From an optimization exercise on the open Yosys and OpenROAD flow, aimed at small area, a short achievable clock period and few clock cycles per item; shortcuts taken in it are not production practice.
RTL that was checked went through simulation tests only; none was proved equivalent to the original.
Function not checked in runs 2 to 5: the RTL went through the layout flow alone.
Power figures rest on the tool's default switching activity, not on a simulated workload.

--- design.v ---
module HP_FP_Pipelined_Adder (  
	input clk,
	input rst,
	input [15:0] in1,
	input [15:0] in2,
	input enable,
	output reg done,
	output [15:0] sum
);
	parameter [2:0]			S0 = 3'b000,
							S1 = 3'b001,
							S2 = 3'b011,
							S3 = 3'b010,
							S4 = 3'b110,
							S5 = 3'b111,
							S6 = 3'b101,
							S7 = 3'b100;
	reg Sg1, Sg2;  
	reg overflow, underflow;
	reg [2:0] cur_state;
	reg [4:0] E1, E2;  
	reg [12:0] M1, M2;  
	wire fv, fu;
	wire [14:0] M1comp, M2comp;
	wire [14:0] addout, fsum;
	assign M1comp = (Sg1 == 1'b1) ? ~({2'b00, M1}) + 1 : {2'b00, M1} ;  
	assign M2comp = (Sg2 == 1'b1) ? ~({2'b00, M2}) + 1 : {2'b00, M2} ;  
	assign addout = M1comp + M2comp;  
	assign fsum = (addout[14] == 1'b0) ? addout : ~addout + 1;
	assign fv = fsum[14] ^ fsum[13];
	assign fu = ~M1[12];
	assign sum = {Sg1, E1, M1[11:2]};  
	always @ (posedge clk) begin
		if (rst) begin
			cur_state <= S0;
			done <= 1'b0;
		end
		else case (cur_state)
			S0: begin  
				if (enable == 1'b1) begin
					E1 <= in1[14:10];
					Sg1 <= in1[15];
					M1[11:0] <= {in1[9:0], 2'b00};
					if (in1[14:0] == 0) M1[12] <= 1'b0;
					else M1[12] <= 1'b1;
					done <= 1'b0;
					overflow <= 1'b0;
					underflow <= 1'b0;
					cur_state <= S1;
				end
			end
			S1: begin  
				E2 <= in2[14:10];
				Sg2 <= in2[15];
				M2[11:0] <= {in2[9:0], 2'b00};
				if (in2[14:0] == 0) M2[12] <= 1'b0;
				else M2[12] <= 1'b1;
				cur_state <= S2;
			end
			S2: begin  
				begin
					if (E1 == E2) cur_state <= S3;
					else if (E1 < E2) begin  
						M1 <= {1'b0, M1[12:1]};
						E1 <= E1 + 1;
					end
					else if (E2 < E1) begin  
						M2 <= {1'b0, M2[12:1]};
						E2 <= E2 + 1;
					end
				end
			end
			S3: begin
				Sg1 <= addout[14];
				if (fv == 1'b0) M1 <= fsum[12:0];
				else begin
					M1 <= fsum[13:1];
					E1 <= E1 + 1;
				end
				cur_state <= S4;
			end
			S4: begin  
				if (M1 == 0) begin
					E1 <= 8'h00;
					cur_state <= S6;
				end
				else cur_state <= S5;
			end
			S5: begin
				if (E1 == 0) begin
					underflow <= 1'b1;
					cur_state <= S6;
				end
				else if (fu == 1'b0) cur_state <= S6;
				else begin
					M1 <= {M1[11:0], 1'b0};
					E1 <= E1 - 1;
				end
			end
			S6: begin
				if (E1 == 31) overflow <= 1'b1;
				done <= 1'b1;
				cur_state <= S0;
			end
		endcase
	end
endmodule
--- run.sh ---
#!/bin/bash
# synth_recipe.tcl (not shown) runs the flow's synth.tcl, then flattens the netlist and writes it again
# the make line also repeats each setting of config.mk as NAME=value (left out here)
make -C /OpenROAD-flow-scripts/flow DESIGN_CONFIG=/design/flow/config.mk WORK_HOME=/design/flow/orfs CLKGATE_MAP_FILE= SYNTH_SCRIPT=/design/flow/synth_recipe.tcl finish
--- config.mk ---
export PLATFORM = sky130hd
export DESIGN_NAME = HP_FP_Pipelined_Adder
export DESIGN_NICKNAME = HP_FP_Pipelined_Adder
export VERILOG_FILES = /design/flow/design.v
export SDC_FILE = /design/flow/constraint.sdc
export NUM_CORES = 4
export LEC_CHECK = 0
export CAP_MARGIN = 20
export CORE_MARGIN = 2
export CORE_UTILIZATION = 40
export SLEW_MARGIN = 20
--- constraint.sdc ---
create_clock -name core_clock -period 6.0 [get_ports {clk}]
set_input_delay 1.2000 -clock core_clock [delete_from_list [all_inputs] [get_ports {clk}]]
set_output_delay 1.2000 -clock core_clock [all_outputs]
set_load 0.01 [all_outputs]
==> notes.md, run 1 <==
- IO Count: 52
- Root Buffer: clkbuf_8
- Placer congestion estimate: around 0.83
- Beginning of the critical path: M2[2]
- Final Net Count: 595
- Worst-path clk slew: 90 ps
- Tot Pwr: 1.52 mW
- Part of the cycle the worst path needs: 0.922
- Mean post-synth cell area: 8.32 sq um
- Setup Fix Bufs, Post-CTS: 0
- Vias: 3705
- Final Hold Vio Count: 0
- Overflow after GRT: 0
- Static leakage: 1.80 nW
- FMAX: 0.181 GHz
- Hold_sp: done
- Worst hold path type: flop to flop
- Post-CTS Resized: 0
- Die Area: roughly 0.011 sq mm
- Ant diodes: 0
- Die H: 106 microns
- Initial antenna violation count: 0
- First DRT Iteration DRCs: 193
- CTS Hold Buffers Added: 0
- WS Path Type: flop to flop
- Post-synth ARST share: 0
- CTS tree: built
- Pre-Repair DR Iteration Count: 4
- Initial Utilization: 0.409
- Setup violators final: 0
- Type of origin of the critical path: flop
- Required time worst endpoint: 5940 ps
- DIE WIDTH: 106 microns
- Register bit total from synthesis: 42
- Num Clock Sinks: 42
- EDFF count, synth: 38
- Worst clock skew: 7.56 ps
- Synth Flop Type: edfxtp_1
- WL/cell: 15.8 microns
- Rel. slew slack: 0.494
- Number of port buffers: 51
- Worst slack, placed: 572 ps
- Routed wire length: 10600 microns
- Tot GR Track Use: 0.193
- M3 GR Usage: 0.0227
- Setup TNS: 0 ps
- Crit path max fanout: 25
- Most frequent cells in the layout: 67 x nand2_1, 51 x clkdlybuf4s50_1, 44 x nor2_1
- DRC: 0
- Core area: 0.0102 sq mm
- Worst Hold Slack: approximately 550 ps
- Pin count of the biggest net entering global routing: 31
- Yosys cell types: 62
- Met1 Use GR: 0.259
- Met2 Resource Use GR: 0.337
- Max VDD drop: 0.000122 V
- R2R Setup Slk: 470 ps
- Mapped cell area: 0.00418 sq mm
- Commonest non-fill, non-tap cell in the layout: nand2_1
- Gr busiest metal: met2
- Vias in the first global route: 3532
- Slew @ Worst Pin: 756 ps
- CP endpoint kind: flop
- RSZ-0062 raised after global routing: no
- Vias per inst: approximately 5.5
- Register area share after synthesis: 0.292
- Layout cell share with drive strength beyond 1: 0.0544
- Std cell rows: 37
- Cells after Synth: 503
- Synthesis Warnings: 1
- Critical R2R Launch: M2[2]
- First-pass GRT wire length: 17600 microns
- Worst-case reg-to-reg path depth: 15
- Max Root-Sink Buffers: 2
- CTS Buf Count: 5
- Fin crit period: 5530 ps
- Max_cap viols: 0
- PD cells: 316 mW/mm^2
- WP data arrival: 5470 ps
- Worst Hold Depth: 2
- Outcome: timing/DRC/antenna clean
- Final WS setup: 469 ps
- Post-Syn Nets: 566
- Area grow syn2layout: 15.3%
- Final-report max-slew violation count: 0
- ANT nets after route: 0
- Skew-Pair Late Insertion Delay: 300 ps
- H-tree lvl count: 2
- Hpwl dp: about 8100 microns
## path summary, 6_finish.rpt
check | endpoint
min reg2reg | done
max reg2reg | E1[4]
min | done
max | E1[4]
## kinds of logic (layout without fill, tap and decap cells)
family                     count (synthesis)  after routing  synth area share
AOI/OAI and AO/OA                        127            127             0.204
xor gates and xnor gates                  49             49             0.106
adders and majority gates                 28             28            0.0873
buffers and inverters                     52             82            0.0580
DFF                                       42             42             0.292
muxes                                     13             13            0.0347
and+or+nand+nor                          192            192             0.218
## layout make-up
cell class                 instances  area, sq um
timing repair buffer              54          533
clock inverter                     1         5.00
clock buffer                       7         86.3
sequential                        42         1220
inverter                          20         75.1
multi-input combinational        409         2730
tap                              136          170
fill                            1048         5410
## flip-flops by register name (all words and copies together) (netlist names)
| signal | count |
|---|---|
| E1 | 5 |
| E2 | 5 |
| M1 | 13 |
| M2 | 13 |
| Sg1 | 1 |
| Sg2 | 1 |
| cur_state | 3 |
| done | 1 |
## cell usage after synthesis (8+ instances only)
| cell | instances | area share |
|---|---|---|
| nor3_1 | 12 | 0.014 |
| o31ai_1 | 8 | 0.014 |
| a21oi_1 | 36 | 0.043 |
| o21ai_0 | 23 | 0.028 |
| nand3_1 | 13 | 0.016 |
| a21o_1 | 13 | 0.023 |
| ha_1 | 26 | 0.078 |
| nor4_1 | 8 | 0.012 |
| xnor2_1 | 34 | 0.071 |
| mux2i_1 | 10 | 0.024 |
| nor2_1 | 45 | 0.040 |
| buf_4 | 12 | 0.022 |
| inv_1 | 20 | 0.018 |
| clkbuf_1 | 16 | 0.014 |
| nand2_1 | 67 | 0.060 |
| xor2_1 | 13 | 0.027 |
| edfxtp_1 | 38 | 0.27 |
## critical path: stages, from the launching register on
cell      delay (ps)
edfxtp_1         450
or3_1            410
or2_1            280
or4_1            440
or2_2            320
o41ai_1          360
xnor2_1          170
ha_1             320
a21o_1           190
a21o_1           170
a21oi_1          140
o21ai_0          170
xnor2_2          630
a41o_1           220
mux2i_4          190
a211oi_1         720
## per-layer routing
layer	part of all wire	wire (microns)
met3	0.041	429
met1	0.45	4770
met2	0.50	5270
met4	0.0092	97
met5	0	0
## metrics by stage
step | utilization | cell area [sq um] | std cells
final | 0.471 | 4820 | 669
after global routing | 0.471 | 4820 | 669
after CTS | 0.471 | 4820 | 669
after detailed placement | 0.462 | 4730 | 661
after global placement | 0.462 | 4720 | 661
after floorplan | - | 4180 | 503
## power breakdown
group          total, mW  switching (mW)  internal, mW
registers          0.435          0.0620         0.373
logic              0.889           0.514         0.375
clock network      0.199           0.106        0.0932
total               1.52           0.682         0.841
Testbench counts, summed over its fixed seeds: cycles 32,470, items 3,200.
==> run 2: changes to the inputs <==
==> design.v (replaced) <==
module HP_FP_Pipelined_Adder (  
	input clk,
	input rst,
	input [15:0] in1,
	input [15:0] in2,
	input enable,
	output reg done,
	output [15:0] sum
);
	reg busy;
	reg [19:0] R;
	wire [15:0] x1 = R[15:0];
	wire [15:0] x2 = in2;
	wire [4:0] e1 = x1[14:10];
	wire [4:0] e2 = x2[14:10];
	wire [10:0] ma1 = {|x1[14:0], x1[9:0]};
	wire [10:0] ma2 = {|x2[14:0], x2[9:0]};
	wire [5:0] d12 = {1'b0, e1} - {1'b0, e2};
	wire [4:0] d21 = e2 - e1;
	wire gt = d12[5];                  
	wire eq = (e1 == e2);
	wire [4:0] d = gt ? d21 : d12[4:0];
	wire [10:0] mb = gt ? ma2 : ma1;
	wire [10:0] msr = gt ? ma1 : ma2;
	wire [4:0] eb = gt ? e2 : e1;
	wire [12:0] ms = {msr, 2'b00} >> d;
	wire sub = x1[15] ^ x2[15];
	wire [13:0] far = sub ? {1'b0, mb, 2'b00} - {1'b0, ms} : {1'b0, mb, 2'b00} + {1'b0, ms};
	wire [11:0] nd = {1'b0, ma2} - {1'b0, ma1};
	wire neg = eq & sub & ~nd[11];
	wire [13:0] f = neg ? {1'b0, nd[10:0], 2'b00} : far;
	wire sb = (gt | neg) ? x2[15] : x1[15];
	wire [4:0] er = R[18:14];
	wire [13:0] fr = R[13:0];
	wire nz = |fr;
	wire [13:0] lim = (er <= 5'd12) ? (14'd1 << (5'd12 - er)) : 14'd0;
	wire [13:0] mm = fr | lim;
	reg [3:0] t;
	integer i;
	always @(*) begin
		t = 4'd0;
		for (i = 0; i < 14; i = i + 1)
			if (mm[i]) t = 4'd13 - i[3:0];
	end
	wire [13:0] ns = fr << t;
	wire [4:0] en = nz ? (er + 5'd1 - {1'b0, t}) : 5'd0;
	assign sum = {R[19] & nz, en, ns[12:3]};
	always @(posedge clk) begin
		if (busy) R <= {sb, eb, f};
		else if (enable) R[15:0] <= in1;
	end
	always @(posedge clk) begin
		if (rst) begin
			busy <= 1'b0;
			done <= 1'b0;
		end else if (busy) begin
			busy <= 1'b0;
			done <= 1'b1;
		end else if (enable) begin
			busy <= 1'b1;
			done <= 1'b0;
		end
	end
endmodule
--- a/config.mk
+++ b/config.mk
@@ -6,4 +6,5 @@
 export NUM_CORES = 4
 export LEC_CHECK = 0
+export ABC_AREA = 1
 export CAP_MARGIN = 20
 export CORE_MARGIN = 2
==> notes.md, run 2 <==
- PD cells: 331 mW/mm^2 (+4.9%)
- Rel. slew slack: 0.466 (-0.0278)
- Layout cell share with drive strength beyond 1: 0.0706 (+0.0162)
- WP data arrival: 5540 ps (+70 ps)
- IO Count: 52 (unchanged)
- Post-Syn Nets: 917 (+62%)
- Pin count of the biggest net entering global routing: 25 (-19%)
- Worst-path clk slew: 60 ps (-30 ps)
- Required time worst endpoint: 6010 ps (+70 ps)
- H-tree lvl count: 1 (-1)
- Initial antenna violation count: 0 (unchanged)
- Tot GR Track Use: 0.256 (+0.0628)
- Register area share after synthesis: 0.131 (-0.161)
- Initial Utilization: 0.410 (+0.000567)
- Outcome: timing/DRC/antenna clean
- Fin util: 0.475 (+0.00410)
- First DRT Iteration DRCs: 535 (+180%)
- Worst clock skew: 6.71 ps (-0.850 ps)
- Worst Hold Depth: 2 (unchanged)
- Number of port buffers: 51 (unchanged)
- Routed wire length: 16700 microns (+58%)
- FMAX: 0.181 GHz (about the same)
- WL/cell: 16.3 microns (+3.3%)
- Final Net Count: 969 (+63%)
- Static leakage: 2.89 nW (+60%)
- CTS Hold Buffers Added: 0 (unchanged)
- EDFF count, synth: 20 (-47%)
- R2R Setup Slk: 1180 ps (+710 ps)
- Pre-Repair DR Iteration Count: 7 (+3)
- Top post-synthesis cells by count: 205 x nand2_1, 117 x inv_1, 94 x nand3_1, 76 x nor2_1, 59 x o21ai_0
- Most area-consuming cells after synthesis: nand2_1 16%, ha_1 13%, edfxtp_1 12%
- Die H: 115 microns (+7.9%)
- Setup violators final: 0 (unchanged)
- Yosys cell types: 46 (-26%)
- Skew-Pair Late Insertion Delay: 260 ps (-40 ps)
- Vias per inst: 5.45 (-1.5%)
- Placer congestion estimate: 0.916 (+11%)
- Core area: 0.0120 sq mm (+17%)
- RSZ-0062 raised after global routing: no
- Yosys top cell area share: 0.157 (-0.116)
- Std cell rows: 40 (+8.1%)
- Overflow after GRT: 0 (unchanged)
- Die Area: 0.0131 sq mm (+16%)
- Vias in the first global route: 5189 (+47%)
- CP endpoint kind: flop
- Register bit total from synthesis: 22 (-48%)
- WS Path Type: input pin to flop
- Hpwl dp: 13600 microns (+68%)
- DIE WIDTH: 115 microns (+7.9%)
- Final Hold Vio Count: 0 (unchanged)
- CTS Buf Count: 3 (-2)
- ANT nets after route: 0 (unchanged)
- Worst-case reg-to-reg path depth: 26 (+11)
- Synthesis Warnings: 1 (unchanged)
- Root Buffer: clkbuf_16
- Vias: 5591 (+51%)
- Ant diodes: 0 (unchanged)
- Mean post-synth cell area: 5.92 sq um (-29%)
- Final-report max-slew violation count: 0 (unchanged)
- Most frequent cells in the layout: 205 x nand2_1, 117 x inv_1, 94 x nand3_1
- Synth Flop Type: edfxtp_1
- Worst hold path type: flop to flop
- Mapped cell area: 0.00490 sq mm (+17%)
- Commonest non-fill, non-tap cell in the layout: nand2_1
- Part of the cycle the worst path needs: 0.923 (about the same)
- Crit path max fanout: 11 (-56%)
- Type of origin of the critical path: input pin
- Top reg by flops: R
- DRC: 0 (unchanged)
- Cells after Synth: 827 (+64%)
- Largest area contributor in the netlist: nand2_1
- Setup TNS: 0 ps (unchanged)
- Post-synth ARST share: 0 (unchanged)
- Fin crit period: 5540 ps (+4.85 ps)
- Max VDD drop: 0.000143 V (+17%)
- First-pass GRT wire length: 26500 microns (+50%)
- Max FFs per register: 20
- Num Clock Sinks: 22 (-48%)
- Max_cap viols: 0 (unchanged)
- Area grow syn2layout: 16.1%
- Most frequent cell after synthesis: nand2_1
- Top Registers: R x20, busy x1, done x1
- CTS tree: built
- Max Root-Sink Buffers: 2 (unchanged)
- Slew @ Worst Pin: 800 ps (+44.3 ps)
==> run 2: cell count changes after synthesis, moves of 18 or more <==
| cell | change |
|---|---|
| nand2_1 | +138 |
| edfxtp_1 | -18 |
| nor2_1 | +31 |
| xnor2_1 | -32 |
| o21ai_0 | +36 |
| inv_1 | +97 |
| a21oi_1 | +21 |
| nand3_1 | +81 |
| ha_1 | +24 |
==> run 2: critical path: stages <==
cell             delay [ps]
clkdlybuf4s50_1         460
inv_1                    60
ha_1                    370
nand2_2                  90
nor2_2                  150
nand2_4                 120
nand3_4                 140
buf_4                   170
nand2_1                  70
nand3_1                 140
a21oi_1                  80
o311ai_0                380
nand3_1                 180
ha_1                    360
a21oi_1                 140
nand2_1                  80
a21boi_0                250
o21ai_0                 160
nand3_1                  90
nand2_1                  70
a21o_1                  160
a211oi_1                270
nor2_1                   90
nand2_1                  60
nand3_1                  70
nand2_1                  90
nand2_1                  50
==> run 2: layout make-up <==
type                    instances  area, sq um
inverters                     122          460
well taps                     147          184
fillers                      1267         6270
multi-input cells             660         3670
clock buffers                   4         78.8
flip-flops and latches         22          641
repair buffers                 70          653
==> run 2: metrics by stage <==
step / instance area, sq um / setup WS (ps) / hold slack [ps] / cells / power (mW)
floorplan: 4900 / 1090 / 507 / 827 / 1.26
global placement: 5570 / 291 / 473 / 1017 / 1.70
detailed placement: 5570 / 200 / 486 / 1017 / 1.70
CTS: 5640 / 430 / 499 / 1021 / 1.86
global route: 5690 / 22.9 / 564 / 1025 / 2.08
finish: 5690 / 465 / 497 / 1025 / 1.88
==> run 2: cell families after synthesis <==
logic type	count (synthesis)	share of synthesized area
flops	22	0.131
simple gates	434	0.394
compound gates	156	0.178
fa+ha+maj	55	0.148
xor+xnor	14	0.0250
buf+inv	146	0.124
==> run 2: final timing paths <==
check | start | endpoint
worst max-delay path | in2[14] | R[12]
worst min-delay path | done | done
worst max register to register | R[11] | R[12]
worst min register to register | done | done
==> run 2: layer usage <==
layer | track usage | vias up | share of wire
li1 | - | 2839 | -
met1 | 0.346 | 2499 | 0.45
met2 | 0.419 | 215 | 0.44
met3 | 0.0445 | 38 | 0.076
met4 | 0.0724 | 0 | 0.035
met5 | 0 | - | 0
==> run 2: what timing repair did <==
item / in CTS / in global routing
buffers inserted: 0 / 3
resized for setup: 0 / 2
endpoints found under the setup margin: 0 / 2
==> run 2: report_power, final <==
part	total (mW)	internal [mW]	leakage (nW)	switching, mW
clock	0.148	0.0908	0.0382	0.0574
sequential	0.237	0.196	0.213	0.0415
combinational	1.50	0.557	2.64	0.943
total	1.88	0.843	2.89	1.04
==> run 3: changes to the inputs <==
==> flow/run.sh (new file) <==
#!/bin/bash
# Standard layout, but the port buffers use a small fast buffer instead of the
# default delay-buffer cell.
set -euo pipefail
export BUFFER_PORTS_ARGS="-buffer_cell sky130_fd_sc_hd__buf_2"
bash standard.sh > standard.log 2>&1
==> standard.sh (new file) <==
#!/bin/bash
# synth_recipe.tcl (not shown) runs the flow's synth.tcl, then flattens the netlist and writes it again
# the make line also repeats each setting of config.mk as NAME=value (left out here)
make -C /OpenROAD-flow-scripts/flow DESIGN_CONFIG=/design/flow/config.mk WORK_HOME=/design/flow/orfs CLKGATE_MAP_FILE= SYNTH_SCRIPT=/design/flow/synth_recipe.tcl "${@:-finish}"
removed: run.sh
==> notes.md, run 3 <==
- WL/cell: 15.9 microns (-2.4%)
- Routed wire length: 16000 microns (-4.0%)
- Synth Flop Type: edfxtp_1
- Post-CTS Resized: 0 (unchanged)
- Setup Fix Bufs, Post-CTS: 0 (unchanged)
- CTS tree: built
- Sw frac: 0.558 (+0.00533)
- Final Instance Count excl. Fillers: 1008 (-1.7%)
- Top Registers: R x20, busy x1, done x1
- Max_cap viols: 0 (unchanged)
- Commonest non-fill, non-tap cell in the layout: nand2_1
- Final-report max-slew violation count: 0 (unchanged)
- Most area-consuming cells after synthesis: nand2_1 16%, ha_1 13%, edfxtp_1 12%
- Pre-Repair DR Iteration Count: 7 (unchanged)
- Final Hold Vio Count: 0 (unchanged)
- Ant diodes: 0 (unchanged)
- Vias in the first global route: 4846 (-6.6%)
- Die Area: 0.0131 sq mm (unchanged)
- Crit path max fanout: 18 (+7)
- Num Clock Sinks: 22 (unchanged)
- Yosys top cell area share: 0.157 (unchanged)
- Root Buffer: clkbuf_16
- CTS Hold Buffers Added: 0 (unchanged)
- WS Path Type: input pin to flop
- Cells after Synth: 827 (unchanged)
- Crit-path most repeated cell: nand2_1
- Mapped cell area: 0.00490 sq mm (unchanged)
- Pin count of the biggest net entering global routing: 29 (+16%)
- RSZ-0062 raised after global routing: no
- Slew @ Worst Pin: 851 ps (+50.7 ps)
- Clock share of power: 0.104 (+0.025)
- Post-synthesis xor/xnor area fraction: 0.0250 (unchanged)
- Initial Utilization: 0.410 (unchanged)
- WP data arrival: 5410 ps (-130 ps)
- Post-synthesis adder-cell area fraction: 0.148 (unchanged)
- Overflow after GRT: 0 (unchanged)
- P_sw: 1.02 mW (-2.3%)
- Max Root-Sink Buffers: 2 (unchanged)
- PD cells: 342 mW/mm^2 (+3.3%)
- CP endpoint kind: flop
- Slowest CP cell: o311ai_0
- Worst clock skew: 5.00 ps (-1.71 ps)
- EDFF count, synth: 20 (unchanged)
- Post-Syn Nets: 917 (unchanged)
- DRC: 0 (unchanged)
- Mux contribution to synthesized area: 0 (unchanged)
- Initial antenna violation count: 0 (unchanged)
- Vias per inst: 5.38 (-1.4%)
- Max FFs per register: 20 (unchanged)
- Worst hold path type: flop to flop
- IO Count: 52 (unchanged)
- Register area share after synthesis: 0.131 (unchanged)
- Register bit total from synthesis: 22 (unchanged)
- Slowest cell delay on critical path: 450 ps (about the same)
- Mean post-synth cell area: 5.92 sq um (unchanged)
- Most frequent cells in the layout: 205 x nand2_1, 117 x inv_1, 94 x nand3_1
- Worst Hold Slack: 498 ps (+0.570 ps)
- Vias: 5424 (-3.0%)
- DIE WIDTH: 115 microns (unchanged)
- Static leakage: 2.82 nW (-2.4%)
- Final Net Count: 952 (-1.8%)
- Max VDD drop: 0.000173 V (+21%)
- Most frequent cell after synthesis: nand2_1
- Number of port buffers: 51 (unchanged)
- Synth Area in Simple Gates: 0.394 (unchanged)
- Placer congestion estimate: 0.917 (about the same)
- Layout cell share with drive strength beyond 1: 0.110 (+0.0397)
- ANT nets after route: 0 (unchanged)
- CTS Buf Count: 3 (unchanged)
- Filler instances: 1314 (+3.7%)
- Std cell rows: 40 (unchanged)
- First-pass GRT wire length: 25700 microns (-3.0%)
- Area grow syn2layout: 8.81%
- Outcome: timing/DRC/antenna clean
- Top reg by flops: R
- Setup TNS: 0 ps (unchanged)
- Pint: 0.807 mW (-4.3%)
- Fin util: 0.446 (-0.0298)
- Largest family of logic cells by synthesized area: simple AND/OR/NAND/NOR gates
- First DRT Iteration DRCs: 500 (-6.5%)
- Fin crit period: 5400 ps (-138 ps)
- Setup violators final: 0 (unchanged)
- FMAX: 0.185 GHz (+2.6%)
- Hpwl dp: 13300 microns (-2.1%)
- Post-synth ARST share: 0 (unchanged)
- Inst Count DP: 1004 (-1.3%)
- Type of origin of the critical path: input pin
- Core area: 0.0120 sq mm (unchanged)
- Required time worst endpoint: 6020 ps (about the same)
- Skew-Pair Late Insertion Delay: 260 ps (about the same)
- Part of the cycle the worst path needs: 0.900 (-0.0230)
- Yosys cell types: 46 (unchanged)
- Sequential share of power: 0.131 (+0.005)
- Rel. slew slack: 0.432 (-0.0339)
- Synth Area in Compound Gates: 0.178 (unchanged)
- Combinational share of power: 0.765 (-0.031)
- H-tree lvl count: 1 (unchanged)
- Tot GR Track Use: 0.248 (-0.00764)
- Top post-synthesis cells by count: 205 x nand2_1, 117 x inv_1, 94 x nand3_1, 76 x nor2_1, 59 x o21ai_0
- Synthesis Warnings: 1 (unchanged)
- Largest area contributor in the netlist: nand2_1
- Worst-path clk slew: 60 ps (about the same)
- Die H: 115 microns (unchanged)
## run 3: worst paths after layout
path	end	cells past startpoint	start	slack [ps]
worst max-delay path	R[12]	25	in2[14]	600
worst min-delay path	done	2	done	500
worst max register to register	R[12]	34	R[13]	890
worst min register to register	done	2	done	500
## run 3: kinds of logic (layout without fill, tap and decap cells)
family	count (synthesis)	count (layout)
flip-flops	22	22
adder cells (fa/ha/maj)	55	55
XOR/XNOR	14	14
AND/OR/NAND/NOR	434	434
buffers and inverters	146	180
AO/OA/AOI/OAI	156	156
## run 3: cell type report
cell class                      count  area [sq um]  share of cell area
Multi-Input combinational cell    659          3650               0.685
Sequential cell                    22           641               0.120
Inverter                          122           460              0.0864
Timing Repair Buffer               54           290              0.0545
Tap cell                          147           184              0.0345
Clock buffer                        3          75.1              0.0141
Clock inverter                      1          30.0             0.00563
## run 3: metal layers
metal  GRT usage  up-vias  wire, microns
met2       0.400      178           7170
li1            -     2798              -
met3      0.0206       20           1000
met5           0        -              0
met4      0.0447        0            264
met1       0.364     2428           7610
## run 3: stage by stage
| step | setup WS, ps | instance area (sq um) | power (mW) |
|---|---|---|---|
| global route | 81.0 | 5330 | 2.02 |
| finish | 603 | 5330 | 1.82 |
| global placement | 431 | 5230 | 1.64 |
| CTS | 636 | 5330 | 1.82 |
| detailed placement | 359 | 5230 | 1.63 |
| floorplan | 1090 | 4900 | 1.26 |
## run 3: power groups by stage
| stage | Combinational (mW) | Sequential (mW) | Clock (mW) |
|---|---|---|---|
| 3_3_place_gp | 1.40 | 0.241 | 0 |
| 2_1_floorplan | 1.05 | 0.215 | 0 |
| 3_5_place_dp | 1.39 | 0.241 | 0 |
| 5_1_grt | 1.59 | 0.241 | 0.197 |
| 6_report | 1.40 | 0.239 | 0.189 |
| 4_1_cts | 1.39 | 0.238 | 0.192 |
## run 3: worst max-delay path, delay by kind of cell
| family | cells | cell delay (ps) |
|---|---|---|
| AO/OA/AOI/OAI | 8 | 1780 |
| AND/OR/NAND/NOR | 12 | 1290 |
| adder cells (fa/ha/maj) | 2 | 770 |
| buffers and inverters | 3 | 350 |
==> run 4: changes to the inputs <==
--- a/design.v
+++ b/design.v
@@ -19,20 +19,20 @@
 	wire [4:0] d21 = e2 - e1;
 	wire gt = d12[5];                  
-	wire eq = (e1 == e2);
 	wire [4:0] d = gt ? d21 : d12[4:0];
-	wire [10:0] mb = gt ? ma2 : ma1;
-	wire [10:0] msr = gt ? ma1 : ma2;
+	wire swap = x2[14:0] > x1[14:0];   
+	wire [10:0] mb = swap ? ma2 : ma1;
+	wire [10:0] msr = swap ? ma1 : ma2;
 	wire [4:0] eb = gt ? e2 : e1;
 	wire [12:0] ms = {msr, 2'b00} >> d;
 	wire sub = x1[15] ^ x2[15];
-	wire [13:0] far = sub ? {1'b0, mb, 2'b00} - {1'b0, ms} : {1'b0, mb, 2'b00} + {1'b0, ms};
-	wire [11:0] nd = {1'b0, ma2} - {1'b0, ma1};
-	wire neg = eq & sub & ~nd[11];
-	wire [13:0] f = neg ? {1'b0, nd[10:0], 2'b00} : far;
-	wire sb = (gt | neg) ? x2[15] : x1[15];
+	wire [14:0] fc = {1'b0, mb, 2'b00, 1'b1} + {{1'b0, ms} ^ {14{sub}}, sub};
+	wire [13:0] f = fc[14:1];
+	wire sb = swap ? x2[15] : x1[15];
 	wire [4:0] er = R[18:14];
 	wire [13:0] fr = R[13:0];
 	wire nz = |fr;
-	wire [13:0] lim = (er <= 5'd12) ? (14'd1 << (5'd12 - er)) : 14'd0;
+	reg [13:0] lim;
+	integer k;
+	always @(*) for (k = 0; k < 14; k = k + 1) lim[k] = (er == 5'd12 - k);
 	wire [13:0] mm = fr | lim;
 	reg [3:0] t;
==> notes.md, run 4 <==
- WS Path Type: input pin to flop
- Commonest non-fill, non-tap cell in the layout: nand2_1
- Final Hold Vio Count: 0 (unchanged)
- Hold_sp: done
- Setup violators final: 0 (unchanged)
- Outcome: timing/DRC/antenna clean
- Slew @ Worst Pin: 712 ps (-139 ps)
- Fin crit period: 5450 ps (+57.3 ps)
- Pre-Repair DR Iteration Count: 8 (+1)
- Highest metal used: met4
- Mapped cell area: 0.00422 sq mm (-14%)
- Rel. slew slack: 0.525 (+0.0925)
- CP endpoint kind: flop
- CTS Hold Buffers Added: 0 (unchanged)
- CTS tree: built
- Most frequent cells in the layout: 184 x nand2_1, 85 x inv_1, 61 x nand3_1
- Core area: 0.0103 sq mm (-14%)
- Post-Syn Nets: 763 (-17%)
- Worst Hold Depth: 2 (unchanged)
- Area grow syn2layout: 9.21%
- Worst clock skew: 3.42 ps (-1.58 ps)
- Required time worst endpoint: 6020 ps (about the same)
- Root Buffer: clkbuf_8
- First DRT Iteration DRCs: 363 (-27%)
- Synth Flop Type: edfxtp_1
- Vias: 4583 (-16%)
- Pin count of the biggest net entering global routing: 37 (+28%)
- Top Registers: R x20, busy x1, done x1
- Static leakage: 2.39 nW (-15%)
- Yosys cell types: 44 (-4.3%)
- Met3 routed WL: 720 microns (-28%)
- Combinational share of power: 0.785 (+0.020)
- Overflow after GRT: 0 (unchanged)
- Worst hold path type: flop to flop
- Top reg by flops: R
- Final instance area: 0.00461 sq mm (-13%)
- Sw frac: 0.563 (+0.00457)
- Register area share after synthesis: 0.152 (+0.0209)
- Mean post-synth cell area: 6.17 sq um (+4.1%)
- WP data arrival: 5470 ps (+60 ps)
- Post-CTS Resized: 0 (unchanged)
- Routed wire length: 13300 microns (-17%)
- DR WL met2: 6150 microns (-14%)
- Die H: 107 microns (-6.9%)
- Pint: 0.763 mW (-5.3%)
- Max VDD drop: 0.000260 V (+50%)
- Initial Utilization: 0.411 (+0.00149)
- Placer congestion estimate: 0.963 (+5.0%)
- PD cells: 378 mW/mm^2 (+11%)
- Setup TNS: 0 ps (unchanged)
- P_sw: 0.982 mW (-3.6%)
- RSZ-0062 raised after global routing: no
- M1 WL: 6160 microns (-19%)
- Vias in the first global route: 4293 (-11%)
- Max FFs per register: 20 (unchanged)
- H-tree lvl count: 1 (unchanged)
- Num Clock Sinks: 22 (unchanged)
- Register bit total from synthesis: 22 (unchanged)
- Post-synth ARST share: 0 (unchanged)
- Tot GR Track Use: 0.240 (-0.00881)
- Setup Fix Bufs, Post-CTS: 0 (unchanged)
- Worst Hold Slack: 516 ps (+18.2 ps)
- DRC: 0 (unchanged)
- Most frequent cell after synthesis: nand2_1
- Std cell rows: 37 (-7.5%)
- Worst-case reg-to-reg path depth: 27 (-21%)
- Most area-consuming cells after synthesis: nand2_1 16%, edfxtp_1 14%, ha_1 12%
- Layout cell share with drive strength beyond 1: 0.133 (+0.0228)
- Type of origin of the critical path: input pin
- Final Net Count: 800 (-16%)
- Sequential share of power: 0.138 (+0.007)
- Max Root-Sink Buffers: 2 (unchanged)
- WL/cell: 15.6 microns (-2.2%)
- Synthesis Warnings: 1 (unchanged)
- CTS Buf Count: 3 (unchanged)
- Crit path max fanout: 36 (+18)
- Initial antenna violation count: 0 (unchanged)
- FMAX: 0.183 GHz (-1.1%)
- Top post-synthesis cells by count: 184 x nand2_1, 85 x inv_1, 61 x nand3_1, 53 x nor2_1, 52 x o21ai_0
- IO Count: 52 (unchanged)
- First-pass GRT wire length: 21900 microns (-15%)
- Min-Delay Endpoint: done
- Yosys top cell area share: 0.164 (+0.00642)
- Ant diodes: 0 (unchanged)
- Largest area contributor in the netlist: nand2_1
- Die Area: 0.0114 sq mm (-13%)
- Vias per inst: 5.35 (-0.62%)
- FF-to-FF End: R[13]
- Critical R2R Launch: R[14]
- R2R Setup Slk: 980 ps (+90 ps)
- DIE WIDTH: 107 microns (-6.9%)
- EDFF count, synth: 20 (unchanged)
- Clock share of power: 0.077 (-0.027)
- Skew-Pair Late Insertion Delay: 260 ps (about the same)
- Hpwl dp: 11200 microns (-16%)
- Cells after Synth: 685 (-17%)
- ANT nets after route: 0 (unchanged)
- Placed instance area: 0.00454 sq mm (-13%)
- Number of port buffers: 51 (unchanged)
- Worst-path clk slew: 70 ps (about the same)
- Max_cap viols: 0 (unchanged)
- Part of the cycle the worst path needs: 0.909 (+0.00955)
- Final-report max-slew violation count: 0 (unchanged)
[run 4: cell types whose count changed after synthesis, sizes merged, moves of 5 or more]
cell	previous run	this run
o211ai	10	5
nand3	98	71
xnor2	2	9
nand2	224	203
inv	120	87
a21oi	59	38
ha	50	40
nor2	80	54
[run 4: critical path, stage by stage]
cell	delay (ps)
buf_2	150
ha_1	450
nand2_1	160
inv_1	50
nand2_1	60
nand2_1	60
a21oi_1	270
nand2_2	220
nand2_4	330
nand2_1	120
nand2_1	80
nor2_1	40
a31oi_1	200
nand2_1	70
o21ai_0	100
o21ai_0	160
nor2_1	180
xor2_1	170
ha_1	320
a21oi_1	190
inv_1	50
a31oi_1	260
nor2_1	70
nor3_1	220
nand3_1	110
nand3_1	110
nand2_1	60
[run 4: cell type report]
class	instances	area (sq um)
repair buffers	54	278
well taps	136	170
clock buffers	3	41.3
flip-flops and latches	22	641
inverters	88	330
fillers	1115	5660
multi-input cells	553	3120
clock inverters	1	30.0
[run 4: power groups by stage]
stage	registers [mW]	clock network, mW	logic, mW
after floorplan	0.220	0	1.04
after global placement	0.243	0	1.34
after detailed placement	0.243	0	1.35
after CTS	0.240	0.138	1.36
after global routing	0.243	0.145	1.54
final	0.240	0.135	1.37
[run 4: routing by layer]
layer  up-vias  GRT usage
met3        22     0.0170
li1       2343          -
met1      2045      0.331
met2       173      0.403
met4         0     0.0668
met5         -          0
[run 4: worst max path at each step]
stage	startpoint	endpoint	slack, ps	cells past startpoint
finish	in2[10]	R[13]	550	27
global placement	in2[10]	R[13]	370	26
detailed placement	in2[10]	R[13]	360	27
floorplan	in2[13]	R[11]	1420	29
global route	in2[10]	R[13]	40	27
CTS	in2[10]	R[13]	610	27
[run 4: metrics by stage]
| step | cells | setup slack [ps] | utilization | total power, mW |
|---|---|---|---|---|
| floorplan | 685 | 1420 | - | 1.26 |
| global placement | 853 | 373 | 0.442 | 1.58 |
| detailed placement | 853 | 364 | 0.442 | 1.59 |
| CTS | 857 | 615 | 0.449 | 1.73 |
| global route | 857 | 43.5 | 0.449 | 1.93 |
| finish | 857 | 545 | 0.449 | 1.75 |
[run 4: cell families after synthesis]
kind of cell | share of synthesized area
multiplexers | 0.00474
AO/OA/AOI/OAI | 0.172
XOR/XNOR | 0.0495
flip-flops | 0.152
AND/OR/NAND/NOR | 0.381
buffers and inverters | 0.109
adder cells (fa/ha/maj) | 0.133
==> run 5: changes to the inputs <==
--- a/design.v
+++ b/design.v
@@ -9,5 +9,5 @@
 );
 	reg busy;
-	reg [19:0] R;
+	reg [18:0] R;
 	wire [15:0] x1 = R[15:0];
 	wire [15:0] x2 = in2;
@@ -19,6 +19,7 @@
 	wire [4:0] d21 = e2 - e1;
 	wire gt = d12[5];                  
+	wire eq = (e1 == e2);
 	wire [4:0] d = gt ? d21 : d12[4:0];
-	wire swap = x2[14:0] > x1[14:0];   
+	wire swap = gt | (eq & (x2[9:0] > x1[9:0]));
 	wire [10:0] mb = swap ? ma2 : ma1;
 	wire [10:0] msr = swap ? ma1 : ma2;
@@ -29,7 +30,7 @@
 	wire [13:0] f = fc[14:1];
 	wire sb = swap ? x2[15] : x1[15];
-	wire [4:0] er = R[18:14];
-	wire [13:0] fr = R[13:0];
-	wire nz = |fr;
+	wire [4:0] er = R[17:13];
+	wire [13:0] fr = {R[12:0], 1'b0};
+	wire nz = |R[12:0];
 	reg [13:0] lim;
 	integer k;
@@ -45,7 +46,7 @@
 	wire [13:0] ns = fr << t;
 	wire [4:0] en = nz ? (er + 5'd1 - {1'b0, t}) : 5'd0;
-	assign sum = {R[19] & nz, en, ns[12:3]};
+	assign sum = {R[18] & nz, en, ns[12:3]};
 	always @(posedge clk) begin
-		if (busy) R <= {sb, eb, f};
+		if (busy) R <= {sb, eb, f[13:1]};
 		else if (enable) R[15:0] <= in1;
 	end
==> notes.md, run 5 <==
- Top Registers: R x19, busy x1, done x1
- Layout cell share with drive strength beyond 1: 0.128 (-0.00531)
- WL/cell: 15.5 microns (-0.36%)
- Slew @ Worst Pin: 993 ps (+280 ps)
- Final Net Count: 781 (-2.4%)
- Final Instance Count excl. Fillers: 837 (-2.3%)
- Post-synth ARST share: 0 (unchanged)
- M1 WL: 5970 microns (-3.1%)
- Max Root-Sink Buffers: 2 (unchanged)
- Cells after Synth: 665 (-2.9%)
- Tot GR Track Use: 0.234 (-0.00524)
- Worst slack, placed: 465 ps (+102 ps)
- Final-report max-slew violation count: 0 (unchanged)
- Final Hold Vio Count: 0 (unchanged)
- Max FFs per register: 19 (-5.0%)
- Fin util: 0.454 (+0.00484)
- DIE WIDTH: 105 microns (-1.5%)
- Pin count of the biggest net entering global routing: 26 (-30%)
- Largest area contributor in the netlist: nand2_1
- Static leakage: 2.26 nW (-5.3%)
- IO Count: 52 (unchanged)
- Post-CTS Resized: 0 (unchanged)
- Yosys cell types: 48 (+9.1%)
- Core area: 0.00986 sq mm (-4.0%)
- Vias per inst: 5.32 (-0.43%)
- DRC: 0 (unchanged)
- Number of port buffers: 51 (unchanged)
- Fin crit period: 5330 ps (-126 ps)
- Overflow after GRT: 0 (unchanged)
- Vias: 4457 (-2.7%)
- FF-to-FF End: R[12]
- CTS tree: built
- WS Path Type: input pin to flop
- DR WL met2: 6110 microns (-0.52%)
- H-tree lvl count: 1 (unchanged)
- Std cell rows: 36 (-2.7%)
- FMAX: 0.188 GHz (+2.4%)
- Outcome: timing/DRC/antenna clean
- Setup TNS: 0 ps (unchanged)
- Met3 routed WL: 626 microns (-13%)
- Setup Fix Bufs, Post-CTS: 0 (unchanged)
- Required time worst endpoint: 6030 ps (about the same)
- Register area share after synthesis: 0.149 (-0.00261)
- Vias in the first global route: 4244 (-1.1%)
- Post-Syn Nets: 741 (-2.9%)
- CTS Buf Count: 3 (unchanged)
- CP endpoint kind: flop
- Synth Flop Type: edfxtp_1
- Highest metal used: met4
- Inst Count DP: 833 (-2.3%)
- Top reg by flops: R
- Mapped cell area: 0.00410 sq mm (-3.0%)
- Register bit total from synthesis: 21 (-4.5%)
- Worst-path clk slew: 90 ps (+20 ps)
- Final WS setup: 672 ps (+126 ps)
- Type of origin of the critical path: input pin
- Die Area: 0.0111 sq mm (-2.9%)
- Rel. slew slack: 0.332 (-0.192)
- ANT nets after route: 0 (unchanged)
- Worst hold path type: flop to flop
- EDFF count, synth: 19 (-5.0%)
- Most area-consuming cells after synthesis: nand2_1 17%, edfxtp_1 14%, ha_1 12%
- First DRT Iteration DRCs: 309 (-15%)
- Part of the cycle the worst path needs: 0.888 (-0.0211)
- Synthesis Warnings: 1 (unchanged)
- Area grow syn2layout: 9.25% (about the same)
- Routed wire length: 13000 microns (-2.7%)
- Initial antenna violation count: 0 (unchanged)
- Yosys top cell area share: 0.168 (+0.00418)
- Num Clock Sinks: 21 (-4.5%)
- RSZ-0062 raised after global routing: no
- Top post-synthesis cells by count: 183 x nand2_1, 77 x inv_1, 59 x nand3_1, 59 x o21ai_0, 50 x nor2_1
- Ant diodes: 0 (unchanged)
- Max_cap viols: 0 (unchanged)
- Placer congestion estimate: 1.01 (+4.7%)
- Commonest non-fill, non-tap cell in the layout: nand2_1
- Pre-Repair DR Iteration Count: 5 (-3)
- Skew-Pair Late Insertion Delay: 260 ps (about the same)
- Crit path max fanout: 21 (-42%)
- Worst clock skew: 0.996 ps (-2.43 ps)
- R2R Setup Slk: 1080 ps (+100 ps)
- Mean post-synth cell area: 6.16 sq um (-0.10%)
- WP data arrival: 5350 ps (-120 ps)
- Worst Hold Slack: 495 ps (-20.8 ps)
- Die H: 105 microns (-1.5%)
- Critical R2R Launch: R[9]
- Most frequent cell after synthesis: nand2_1
- Max VDD drop: 0.000197 V (-24%)
- First-pass GRT wire length: 21100 microns (-3.5%)
- Hold_sp: done
- Worst Hold Depth: 2 (unchanged)
- Min-Delay Endpoint: done
- Worst-case reg-to-reg path depth: 28 (+3.7%)
- Root Buffer: clkbuf_8
- Most frequent cells in the layout: 183 x nand2_1, 77 x inv_1, 59 x o21ai_0, 59 x nand3_1, 51 x buf_2
- Initial Utilization: 0.415 (+0.00427)
- PD cells: 338 mW/mm^2 (-11%)
- CTS Hold Buffers Added: 0 (unchanged)
- Setup violators final: 0 (unchanged)
- Hpwl dp: 10900 microns (-1.8%)
run 5: changes by cell type after synthesis, sizes merged, moves of 4 or more:
cell    change
a21oi       -8
nand2       -8
clkinv      +4
nand3b      +4
o211ai      +5
nand3       -4
inv         -8
o21ai       +6
a31oi       -5
run 5: final cells by class:
cell class | count | area (sq um)
flip-flops and latches | 21 | 611
inverters | 84 | 318
well taps | 133 | 166
fillers | 1052 | 5390
multi-input cells | 540 | 3050
clock buffers | 3 | 41.3
clock inverters | 1 | 7.51
repair buffers | 55 | 285
run 5: layer usage:
metal  up-vias  track usage
li1       2283            -
met1      2003        0.315
met2       147        0.402
met3        24       0.0200
met4         0       0.0600
met5         -            0
run 5: per-stage QoR:
step / instance area (sq um) / total power [mW]
CTS: 4480 / 1.50
finish: 4480 / 1.51
global placement: 4430 / 1.39
floorplan: 4100 / 1.11
global route: 4480 / 1.67
detailed placement: 4430 / 1.40
run 5: how the worst max path moves through the flow:
| stage | start | cells after the start | to | slack, ps |
|---|---|---|---|---|
| finish | in2[14] | 28 | R[12] | 670 |
| detailed placement | in2[14] | 28 | R[12] | 470 |
| global route | in2[13] | 27 | R[12] | 190 |
| CTS | in2[14] | 25 | R[10] | 730 |
| floorplan | in2[12] | 23 | R[12] | 1430 |
| global placement | in2[14] | 25 | R[10] | 500 |
run 5: cells by family (layout without fill, tap and decap cells):
kind of cell,count (synthesis),after routing,synth area share
simple gates,348,348,0.386
xor+xnor,24,24,0.0513
flops,21,21,0.149
mux,1,1,0.00244
buf+inv,104,143,0.107
fa+ha+maj,41,41,0.131
compound gates,126,126,0.173
run 5: critical path, cell delays in order:
cell and delay [ps]:
buf_2 100, inv_1 70, ha_1 430, nand3_1 110, nor2_1 180, nand2_1 70
inv_1 50, nand2_1 240, nand2_2 360, buf_4 250, nand2_1 90, nand2_1 60
nand2_1 40, o21ai_0 110, nand2_1 80, o21ai_1 110, o21ai_0 120, nor2_1 140
xor2_1 200, ha_1 330, a21oi_1 200, inv_1 70, a31oi_1 250, nor2_1 70
nor3_1 190, nand3_1 100, nand3_1 80, nand2_1 60
run 5: where the power goes:
group	switching, mW	total [mW]	internal [mW]	leakage [nW]
logic	0.775	1.19	0.419	2.04
clock network	0.0517	0.0986	0.0469	0.0217
registers	0.0337	0.221	0.188	0.205
total	0.861	1.51	0.653	2.26
==> run 6: changes to the inputs <==
--- a/design.v
+++ b/design.v
@@ -8,4 +8,21 @@
 	output [15:0] sum
 );
+	function automatic [14:0] skadd14(input [13:0] a, input [13:0] b, input ci);
+		reg [13:0] g, p, G, P;
+		integer i, l, j;
+		begin
+			g = a & b; p = a ^ b;
+			G = g; P = p;
+			G[0] = g[0] | (p[0] & ci);
+			for (l = 0; l < 4; l = l + 1)
+				for (i = 0; i < 14; i = i + 1)
+					if ((i >> l) & 1) begin
+						j = ((i >> l) << l) - 1;
+						G[i] = G[i] | (P[i] & G[j]);
+						P[i] = P[i] & P[j];
+					end
+			skadd14 = {G[13], p ^ {G[12:0], ci}};
+		end
+	endfunction
 	reg busy;
 	reg [18:0] R;
@@ -27,6 +44,6 @@
 	wire [12:0] ms = {msr, 2'b00} >> d;
 	wire sub = x1[15] ^ x2[15];
-	wire [14:0] fc = {1'b0, mb, 2'b00, 1'b1} + {{1'b0, ms} ^ {14{sub}}, sub};
-	wire [13:0] f = fc[14:1];
+	wire [14:0] fc = skadd14({1'b0, mb, 2'b00}, {1'b0, ms} ^ {14{sub}}, sub);
+	wire [13:0] f = fc[13:0];
 	wire sb = swap ? x2[15] : x1[15];
 	wire [4:0] er = R[17:13];
==> notes.md, run 6 <==
- Slew @ Worst Pin: 823 ps (-170 ps)
- Fin crit period: 5510 ps (+182 ps)
- Skew-Pair Late Insertion Delay: 260 ps (about the same)
- Commonest non-fill, non-tap cell in the layout: nand2_1
- Inst Count DP: 785 (-5.8%)
- Pin count of the biggest net entering global routing: 31 (+19%)
- CTS Hold Buffers Added: 0 (unchanged)
- FMAX: 0.181 GHz (-3.3%)
- Vias per inst: 5.30 (-0.51%)
- H-tree lvl count: 1 (unchanged)
- Setup TNS: 0 ps (unchanged)
- Initial Utilization: 0.410 (-0.00484)
- Mean post-synth cell area: 6.14 sq um (-0.38%)
- Core area: 0.00924 sq mm (-6.3%)
- WL/cell: 14.8 microns (-4.7%)
- Hpwl dp: 9550 microns (-13%)
- Part of the cycle the worst path needs: 0.918 (+0.0303)
- Top Registers: R x19, busy x1, done x1
- Mapped cell area: 0.00379 sq mm (-7.4%)
- Overflow after GRT: 0 (unchanged)
- Static leakage: 2.17 nW (-4.0%)
- CTS Buf Count: 3 (unchanged)
- Post-Syn Nets: 697 (-5.9%)
- Setup Fix Bufs, Post-CTS: 0 (unchanged)
- Max FFs per register: 19 (unchanged)
- Tot Pwr: 1.40 mW (-7.4%)
- Pre-Repair DR Iteration Count: 5 (unchanged)
- Std cell rows: 35 (-2.8%)
- Final Instance Count excl. Fillers: 789 (-5.7%)
- Number of port buffers: 51 (unchanged)
- Post-synth ARST share: 0 (unchanged)
- Routed wire length: 11700 microns (-10%)
- CTS tree: built
- Root Buffer: clkbuf_8
- Largest area contributor in the netlist: nand2_1
- Ant diodes: 0 (unchanged)
- Crit path max fanout: 28 (+33%)
- Max VDD drop: 0.000163 V (-17%)
- Max_cap viols: 0 (unchanged)
- Initial antenna violation count: 0 (unchanged)
- Yosys cell types: 36 (-25%)
- Most area-consuming cells after synthesis: nand2_1 18%, edfxtp_1 15%, nand3_1 14%
- Top post-synthesis cells by count: 182 x nand2_1, 108 x nand3_1, 65 x inv_1, 40 x o21ai_0, 38 x ha_1
- Final WS setup: 490 ps (-182 ps)
- PD cells: 331 mW/mm^2 (-2.1%)
- Top reg by flops: R
- Worst Hold Slack: 454 ps (-41.0 ps)
- Vias in the first global route: 3801 (-10%)
- Worst-path clk slew: 80 ps (about the same)
- IO Count: 52 (unchanged)
- DIE WIDTH: 101 microns (-3.6%)
- Die Area: 0.0103 sq mm (-7.1%)
- Worst clock skew: 8.02 ps (+7.03 ps)
- Final-report max-slew violation count: 0 (unchanged)
- Setup violators final: 0 (unchanged)
- Synth Flop Type: edfxtp_1
- Placer congestion estimate: 0.944 (-6.4%)
- Post-CTS Resized: 0 (unchanged)
- Layout cell share with drive strength beyond 1: 0.117 (-0.0112)
- Max Root-Sink Buffers: 2 (unchanged)
- Crit-path most repeated cell: nand2_1
- Cells after Synth: 618 (-7.1%)
- Worst slack, placed: 140 ps (-325 ps)
- WP data arrival: 5520 ps (+170 ps)
- EDFF count, synth: 19 (unchanged)
- ANT nets after route: 0 (unchanged)
- Vias: 4180 (-6.2%)
- Die H: 101 microns (-3.6%)
- Worst hold path type: flop to flop
- Register bit total from synthesis: 21 (unchanged)
- First DRT Iteration DRCs: 307 (-0.65%)
- First-pass GRT wire length: 18500 microns (-13%)
- Outcome: timing/DRC/antenna clean
- Slowest CP cell: xor2_2
- Rel. slew slack: 0.451 (+0.119)
- Synthesis Warnings: 1 (unchanged)
- Most frequent cell after synthesis: nand2_1
- Required time worst endpoint: 6010 ps (-20 ps)
- Slowest cell delay on critical path: 470 ps (+40 ps)
- Final Net Count: 740 (-5.2%)
- Final Hold Vio Count: 0 (unchanged)
- Yosys top cell area share: 0.180 (+0.0125)
- Most frequent cells in the layout: 181 x nand2_1, 108 x nand3_1, 64 x inv_1
- RSZ-0062 raised after global routing: no
- Area grow syn2layout: 11.6%
- Tot GR Track Use: 0.226 (-0.00806)
- Type of origin of the critical path: input pin
- DRC: 0 (unchanged)
- Num Clock Sinks: 21 (unchanged)
- CP endpoint kind: flop
- WS Path Type: input pin to flop
- Register area share after synthesis: 0.161 (+0.0119)
## run 6: layout make-up
| cell class | count | area (sq um) |
|---|---|---|
| Sequential cell | 21 | 611 |
| Fill cell | 1032 | 5010 |
| Inverter | 69 | 263 |
| Tap cell | 129 | 161 |
| Clock buffer | 3 | 41.3 |
| Clock inverter | 1 | 5.00 |
| Multi-Input combinational cell | 508 | 2840 |
| Timing Repair Buffer | 58 | 308 |
## run 6: per-stage QoR
stage / instance area (sq um) / util
floorplan: 3790 / -
global route: 4230 / 0.458
CTS: 4220 / 0.457
detailed placement: 4180 / 0.452
finish: 4230 / 0.458
global placement: 4180 / 0.452
## run 6: per-layer routing
layer  part of all wire  GRT usage  up-vias
li1                   -          -     2154
met1               0.47      0.320     1867
met2               0.45      0.382      151
met3              0.067     0.0152        8
met4              0.011     0.0437        0
met5                  0          0        -
## run 6: power breakdown
| part | switching [mW] | leakage, nW | internal, mW |
|---|---|---|---|
| clock network | 0.0469 | 0.0255 | 0.0462 |
| logic | 0.679 | 1.94 | 0.400 |
| registers | 0.0398 | 0.205 | 0.190 |
## run 6: worst max-delay path, delay by kind of cell
kind            cells  cell delay [ps]
mux                 1              320
xor+xnor            1              470
buf+inv             3              260
simple gates       20             1710
fa+ha+maj           2              700
compound gates      4              860
## run 6: cell families (layout without fill, tap and decap cells)
kind of cell,Yosys count,after routing,share of synthesized area
buffers and inverters,89,131,0.0911
and+or+nand+nor,354,354,0.410
DFF,21,21,0.161
muxes,1,1,0.00363
AOI/OAI and AO/OA,86,86,0.120
xor gates and xnor gates,23,23,0.0571
adders and majority gates,44,44,0.157
## run 6: path summary, 6_finish.rpt
kind	end	from	slack, ps	cells past startpoint
min	done	done	450	2
min reg2reg	done	done	450	2
max reg2reg	R[12]	R[14]	980	29
max	R[12]	in2[14]	490	31
Testbench counts of run 6, summed over its fixed seeds: cycles 6,400, items 3,200.
==> run 7: changes to the inputs <==
--- a/config.mk
+++ b/config.mk
@@ -10,3 +10,4 @@
 export CORE_MARGIN = 2
 export CORE_UTILIZATION = 40
+export SETUP_SLACK_MARGIN = 1.0
 export SLEW_MARGIN = 20
==> notes.md, run 7 <==
- Fin util: 0.528 (+0.0697)
- First DRT Iteration DRCs: 296 (-3.6%)
- RSZ-0062 raised after global routing: yes
- DRC: 0 (unchanged)
- Synth Flop Type: edfxtp_1
- Core area: 0.00924 sq mm (unchanged)
- Pin count of the biggest net entering global routing: 31 (unchanged)
- Max FFs per register: 19 (unchanged)
- Skew-Pair Late Insertion Delay: 260 ps (about the same)
- Part of the cycle the worst path needs: 0.824 (-0.0945)
- Initial antenna violation count: 0 (unchanged)
- Max VDD drop: 0.000190 V (+17%)
- Most frequent cells in the layout: 155 x nand2_1, 96 x nand3_1, 64 x inv_1
- Final Hold Vio Count: 0 (unchanged)
- Yosys top cell area share: 0.180 (unchanged)
- Placer congestion estimate: 0.944 (unchanged)
- Setup violators final: 0 (unchanged)
- Yosys cell types: 36 (unchanged)
- Largest area contributor in the netlist: nand2_1
- Rel. slew slack: 0.473 (+0.0219)
- Fin crit period: 4940 ps (-567 ps)
- CTS tree: built
- CTS Buf Count: 3 (unchanged)
- Final Net Count: 770 (+4.1%)
- DIE WIDTH: 101 microns (unchanged)
- Setup TNS: 0 ps (unchanged)
- WP data arrival: 4960 ps (-560 ps)
- CP endpoint kind: flop
- Synthesis Warnings: 1 (unchanged)
- Crit path max fanout: 8 (-71%)
- Max Root-Sink Buffers: 2 (unchanged)
- Max_cap viols: 0 (unchanged)
- Static leakage: 2.40 nW (+10%)
- Slowest cell delay on critical path: 320 ps (-150 ps)
- WL/cell: 15.6 microns (+5.3%)
- Tot GR Track Use: 0.233 (+0.00720)
- Overflow after GRT: 0 (unchanged)
- Mean post-synth cell area: 6.14 sq um (unchanged)
- Crit path capture: R[12]
- IO Count: 52 (unchanged)
- Routed wire length: 12800 microns (+9.3%)
- Final-report max-slew violation count: 0 (unchanged)
- EDFF count, synth: 19 (unchanged)
- Register area share after synthesis: 0.161 (unchanged)
- Commonest non-fill, non-tap cell in the layout: nand2_1
- PD cells: 343 mW/mm^2 (+3.4%)
- Mapped cell area: 0.00379 sq mm (unchanged)
- Slowest CP cell: ha_4
- Placed instance area: 0.00418 sq mm (unchanged)
- Ant diodes: 0 (unchanged)
- Top post-synthesis cells by count: 182 x nand2_1, 108 x nand3_1, 65 x inv_1, 40 x o21ai_0, 38 x ha_1
- Type of origin of the critical path: input pin
- WS Path Type: input pin to flop
- Multi-input gate area: 0.00325 sq mm (+14%)
- Vias: 4458 (+6.7%)
- Pre-Repair DR Iteration Count: 5 (unchanged)
- Worst-path clk slew: 80 ps (about the same)
- Area grow syn2layout: 28.6%
- Post-synth ARST share: 0 (unchanged)
- Cells after Synth: 618 (unchanged)
- Crit-path most repeated cell: nand2_1
- Filler instances: 968 (-6.2%)
- Die H: 101 microns (unchanged)
- Vias per inst: 5.44 (+2.7%)
- Vias in the first global route: 3925 (+3.3%)
- Required time worst endpoint: 6010 ps (about the same)
- FF-to-FF End: R[12]
- Most frequent cell after synthesis: nand2_1
- Sequential Area: 611 sq um (unchanged)
- Most area-consuming cells after synthesis: nand2_1 18%, edfxtp_1 15%, nand3_1 14%
- Worst-case reg-to-reg path depth: 26 (-10%)
- Critical R2R Launch: R[12]
- Outcome: timing/DRC/antenna clean
- Slew @ Worst Pin: 790 ps (-32.8 ps)
- Die Area: 0.0103 sq mm (unchanged)
- FMAX: 0.202 GHz (+11%)
- H-tree lvl count: 1 (unchanged)
- Root Buffer: clkbuf_8
- R2R Setup Slk: 1460 ps (+480 ps)
- Final instance area: 0.00488 sq mm (+15%)
- Initial Utilization: 0.410 (unchanged)
- Number of port buffers: 51 (unchanged)
- Layout cell share with drive strength beyond 1: 0.241 (+0.124)
- Worst hold path type: flop to flop
- Top Registers: R x19, busy x1, done x1
- Beginning of the critical path: in2[12]
- Register bit total from synthesis: 21 (unchanged)
- Hpwl dp: 9550 microns (unchanged)
- Num Clock Sinks: 21 (unchanged)
- Post-Syn Nets: 697 (unchanged)
- ANT nets after route: 0 (unchanged)
- Std cell rows: 35 (unchanged)
- Top reg by flops: R
- Worst clock skew: 6.37 ps (-1.65 ps)
- First-pass GRT wire length: 19100 microns (+3.4%)
[run 7: cell counts after synthesis]
No cell type changed its count.
[run 7: where the power goes]
group | leakage, nW | total [mW] | switching, mW | internal [mW]
logic | 2.17 | 1.35 | 0.797 | 0.551
registers | 0.205 | 0.231 | 0.0406 | 0.190
clock network | 0.0255 | 0.0923 | 0.0461 | 0.0462
[run 7: kinds of logic after synthesis]
group,after synthesis,synth area share
AND/OR/NAND/NOR,354,0.410
multiplexers,1,0.00363
AO/OA/AOI/OAI,86,0.120
XOR/XNOR,23,0.0571
adder cells (fa/ha/maj),44,0.157
flip-flops,21,0.161
buffers and inverters,89,0.0911
[run 7: what timing repair did]
action                     in CTS  in global routing
pin swaps                       5                 28
setup buffers                  10                 16
setup endpoints to repair       8                  9
hold buffers                    0                  0
gates cloned                    1                  3
gates resized for setup        19                 71
[run 7: worst min path at each step]
stage	slack (ps)	endpoint	cells after the start	startpoint
6_report	450	done	2	done
5_1_grt	480	done	2	done
4_1_cts	460	done	2	done
3_5_place_dp	450	done	2	done
3_3_place_gp	440	done	2	done
2_1_floorplan	480	done	2	done
[run 7: metal layers]
metal	routed length, microns	part of all wire	vias up	GRT usage
met4	176	0.014	0	0.0426
met1	5730	0.45	2032	0.334
met3	813	0.064	14	0.00966
met5	0	0	-	0
met2	6040	0.47	196	0.396
li1	-	-	2216	-
[run 7: final cells by class]
cell class,instances,area share
well taps,129,0.0331
repair buffers,85,0.113
multi-input cells,511,0.666
clock inverters,1,0.00103
inverters,69,0.0536
clock buffers,3,0.00847
flip-flops and latches,21,0.125
[run 7: critical path: cells and delay by family]
kind / cells / cell delay, ps
AOI/OAI and AO/OA: 4 / 680
xor gates and xnor gates: 2 / 420
adders and majority gates: 2 / 610
buffers and inverters: 3 / 430
muxes: 1 / 270
and+or+nand+nor: 14 / 1320
[run 7: metrics by stage]
step           hold slack (ps)  total power [mW]  setup slack, ps  cells
2_1_floorplan              477              1.01             1050    618
3_3_place_gp               445              1.30              207    785
3_5_place_dp               446              1.30              140    785
4_1_cts                    458              1.47              999    800
5_1_grt                    481              1.82              835    819
6_report                   454              1.67             1060    819
==> run 8: changes to the inputs <==
--- a/config.mk
+++ b/config.mk
@@ -9,5 +9,5 @@
 export CAP_MARGIN = 20
 export CORE_MARGIN = 2
-export CORE_UTILIZATION = 40
-export SETUP_SLACK_MARGIN = 1.0
+export CORE_UTILIZATION = 65
+export SETUP_SLACK_MARGIN = 0.5
 export SLEW_MARGIN = 20
==> notes.md, run 8 <==
- CTS tree: built
- EDFF count, synth: 19 (unchanged)
- Vias: 4640 (+4.1%)
- Required time worst endpoint: 6020 ps (about the same)
- WS Path Type: input pin to flop
- Worst hold path type: flop to flop
- Root Buffer: clkbuf_8
- Pin count of the biggest net entering global routing: 31 (unchanged)
- Ant diodes: 0 (unchanged)
- Die Area: 0.00646 sq mm (-37%)
- Commonest non-fill, non-tap cell in the layout: nand2_1
- Yosys top cell area share: 0.180 (unchanged)
- Worst-path clk slew: 80 ps (about the same)
- Most area-consuming cells after synthesis: nand2_1 18%, edfxtp_1 15%, nand3_1 14%
- Final Net Count: 753 (-2.2%)
- Die H: 80.4 microns (-21%)
- Area grow syn2layout: 18.6%
- Type of origin of the critical path: input pin
- DIE WIDTH: 80.4 microns (-21%)
- Std cell rows: 27 (-23%)
- Layout cell share with drive strength beyond 1: 0.193 (-0.0474)
- Fin crit period: 5460 ps (+512 ps)
- WL/cell: 16.8 microns (+8.0%)
- Slowest CP cell: o211ai_1
- Part of the cycle the worst path needs: 0.909 (+0.0853)
- WP data arrival: 5480 ps (+520 ps)
- Register area share after synthesis: 0.161 (unchanged)
- Setup TNS: 0 ps (unchanged)
- Vias in the first global route: 4084 (+4.1%)
- IO Count: 52 (unchanged)
- Final-report max-slew violation count: 0 (unchanged)
- Post-synth ARST share: 0 (unchanged)
- Placer congestion estimate: 0.995 (+5.5%)
- Slowest cell delay on critical path: 370 ps (+50 ps)
- CP endpoint kind: flop
- Tot GR Track Use: 0.373 (+0.140)
- Number of port buffers: 51 (unchanged)
- Initial antenna violation count: 0 (unchanged)
- Post-Syn Nets: 697 (unchanged)
- FMAX: 0.183 GHz (-9.4%)
- CTS Buf Count: 3 (unchanged)
- Crit path max fanout: 6 (-2)
- Mapped cell area: 0.00379 sq mm (unchanged)
- ANT nets after route: 0 (unchanged)
- Synthesis Warnings: 1 (unchanged)
- Synth Flop Type: edfxtp_1
- Most frequent cells in the layout: 167 x nand2_1, 92 x nand3_1, 65 x inv_1
- Slew @ Worst Pin: 770 ps (-20.4 ps)
- RSZ-0062 raised after global routing: no
- Worst Hold Slack: 464 ps (+10.9 ps)
- Worst path buffer plus inverter count: 2 (-1)
- Most frequent cell after synthesis: nand2_1
- Delay-heaviest family, CP: simple AND/OR/NAND/NOR gates
- Register bit total from synthesis: 21 (unchanged)
- Tot Pwr: 1.59 mW (-5.0%)
- Setup violators final: 0 (unchanged)
- Cells after Synth: 618 (unchanged)
- DRC: 0 (unchanged)
- Top reg by flops: R
- Num Clock Sinks: 21 (unchanged)
- Routed wire length: 12500 microns (-1.8%)
- First DRT Iteration DRCs: 716 (+140%)
- Max_cap viols: 0 (unchanged)
- Core area: 0.00557 sq mm (-40%)
- Initial Utilization: 0.680 (+0.270)
- Yosys cell types: 36 (unchanged)
- H-tree lvl count: 1 (unchanged)
- Top Registers: R x19, busy x1, done x1
- PD cells: 353 mW/mm^2 (+3.1%)
- Outcome: timing/DRC/antenna clean
- Crit-path most repeated cell: nand2_1
- Mean post-synth cell area: 6.14 sq um (unchanged)
- Vias per inst: 6.23 (+14%)
- Hpwl dp: 9710 microns (+1.7%)
- Overflow after GRT: 0 (unchanged)
- Rel. slew slack: 0.486 (+0.0136)
- First-pass GRT wire length: 18800 microns (-1.4%)
- Worst clock skew: 5.20 ps (-1.18 ps)
- Final Hold Vio Count: 0 (unchanged)
- Top post-synthesis cells by count: 182 x nand2_1, 108 x nand3_1, 65 x inv_1, 40 x o21ai_0, 38 x ha_1
- Pre-Repair DR Iteration Count: 6 (+1)
- Largest area contributor in the netlist: nand2_1
- Static leakage: 2.28 nW (-5.1%)
- Skew-Pair Late Insertion Delay: 260 ps (about the same)
- Final instance area: 0.00450 sq mm (-7.8%)
- Max VDD drop: 0.000358 V (+89%)
- Placed instance area: 0.00411 sq mm (-1.5%)
- Max Root-Sink Buffers: 2 (unchanged)
- Max FFs per register: 19 (unchanged)
==> run 8: cell types whose count changed in the layout (fill, tap and decap cells not counted), moves of 4 or more <==
cell,previous run,this run
nand2_1,155,167
ha_4,8,4
buf_4,31,17
nand3_2,14,18
nand3_1,96,92
o21ai_0,35,39
nand2_4,5,0
nand2_2,25,17
==> run 8: final timing paths <==
path | start | to | slack, ps | cells past startpoint
setup / recovery | in2[6] | R[12] | 540 | 35
hold reg to reg | done | done | 460 | 2
hold / removal | done | done | 460 | 2
setup reg to reg | R[6] | R[12] | 910 | 35
==> run 8: power breakdown <==
group          switching, mW  internal, mW
clock                 0.0455        0.0473
sequential            0.0366         0.190
combinational          0.792         0.476
total                  0.874         0.713
==> run 8: per-stage QoR <==
step	cells	worst slack (ps)	utilization
2_1_floorplan	618	1050	-
3_3_place_gp	729	485	0.738
3_5_place_dp	729	264	0.738
4_1_cts	733	515	0.748
5_1_grt	745	248	0.807
6_report	745	545	0.807
==> run 8: cell families after synthesis <==
logic type                 Yosys count  synth area share
AOI/OAI and AO/OA                   86             0.120
xor gates and xnor gates            23            0.0571
adders and majority gates           44             0.157
buffers and inverters               89            0.0911
DFF                                 21             0.161
muxes                                1           0.00363
and+or+nand+nor                    354             0.410
==> run 8: what timing repair did <==
item	in CTS	in global routing
setup buffers	0	10
endpoints found under the hold margin	0	0
hold buffers	0	0
endpoints found under the setup margin	1	5
pin swaps	0	15
gates cloned	0	2
resized for setup	1	52
==> run 8: tightest hold or removal path, stage by stage (launching register included) <==
cell	delay, ps
dfxtp_1	310
nand2_1	60
a21oi_1	50
==> run 8: metal layers <==
metal / part of all wire / track usage / vias to the layer above
li1: - / - / 2183
met1: 0.39 / 0.497 / 2080
met2: 0.46 / 0.618 / 330
met3: 0.11 / 0.0517 / 47
met4: 0.036 / 0.131 / 0
met5: 0 / 0 / -
==> run 8: area by class of cell <==
| class | count | area [sq um] |
|---|---|---|
| clock buffer | 4 | 45.0 |
| fill | 424 | 1080 |
| sequential | 21 | 611 |
| multi-input combinational | 509 | 3090 |
| tap | 72 | 90.1 |
| inverter | 69 | 259 |
| timing repair buffer | 70 | 405 |

==> re-timing with driven ports <==
No port has a modelled driver above. Below, the same layouts with a new extraction and two added sets of constraints. Step 1, drivers: a clkbuf_16 drives clk and a buf_2 each remaining input, both assumed. Step 2 moves the port delays by t, midway between the first and last clock arrival at a register: inputs arrive t later, outputs are due t later. That takes back most of the time a late clock gives input paths. a / b / c = ideal / step 1 / step 2; a / b = the first two.
| run | t (ns) | setup slack, ns | worst slew at a driven data input, ns | cell pins on the clock port's net |
|---|---|---|---|---|
| run 1 | 0.327 | 0.469 / 0.469 / 0.469 | 0.04 | 1 |
| run 2 | 0.286 | 0.465 / 0.461 / 0.175 | 0.04 | 1 |
| run 3 | 0.286 | 0.603 / 0.612 / 0.325 | 0.04 | 1 |
| run 4 | 0.283 | 0.545 / 0.550 / 0.266 | 0.03 | 1 |
| run 5 | 0.286 | 0.672 / 0.676 / 0.390 | 0.04 | 1 |
| run 6 | 0.281 | 0.490 / 0.494 / 0.213 | 0.03 | 1 |
| run 7 | 0.280 | 1.057 / 1.063 / 0.783 | 0.04 | 1 |
| run 8 | 0.281 | 0.545 / 0.548 / 0.267 | 0.04 | 1 |
After both steps every run listed still meets setup and hold. For run 2, which loses most, drivers alone change the setup slack by -0.004 ns; drivers and shift together by -0.290 ns.
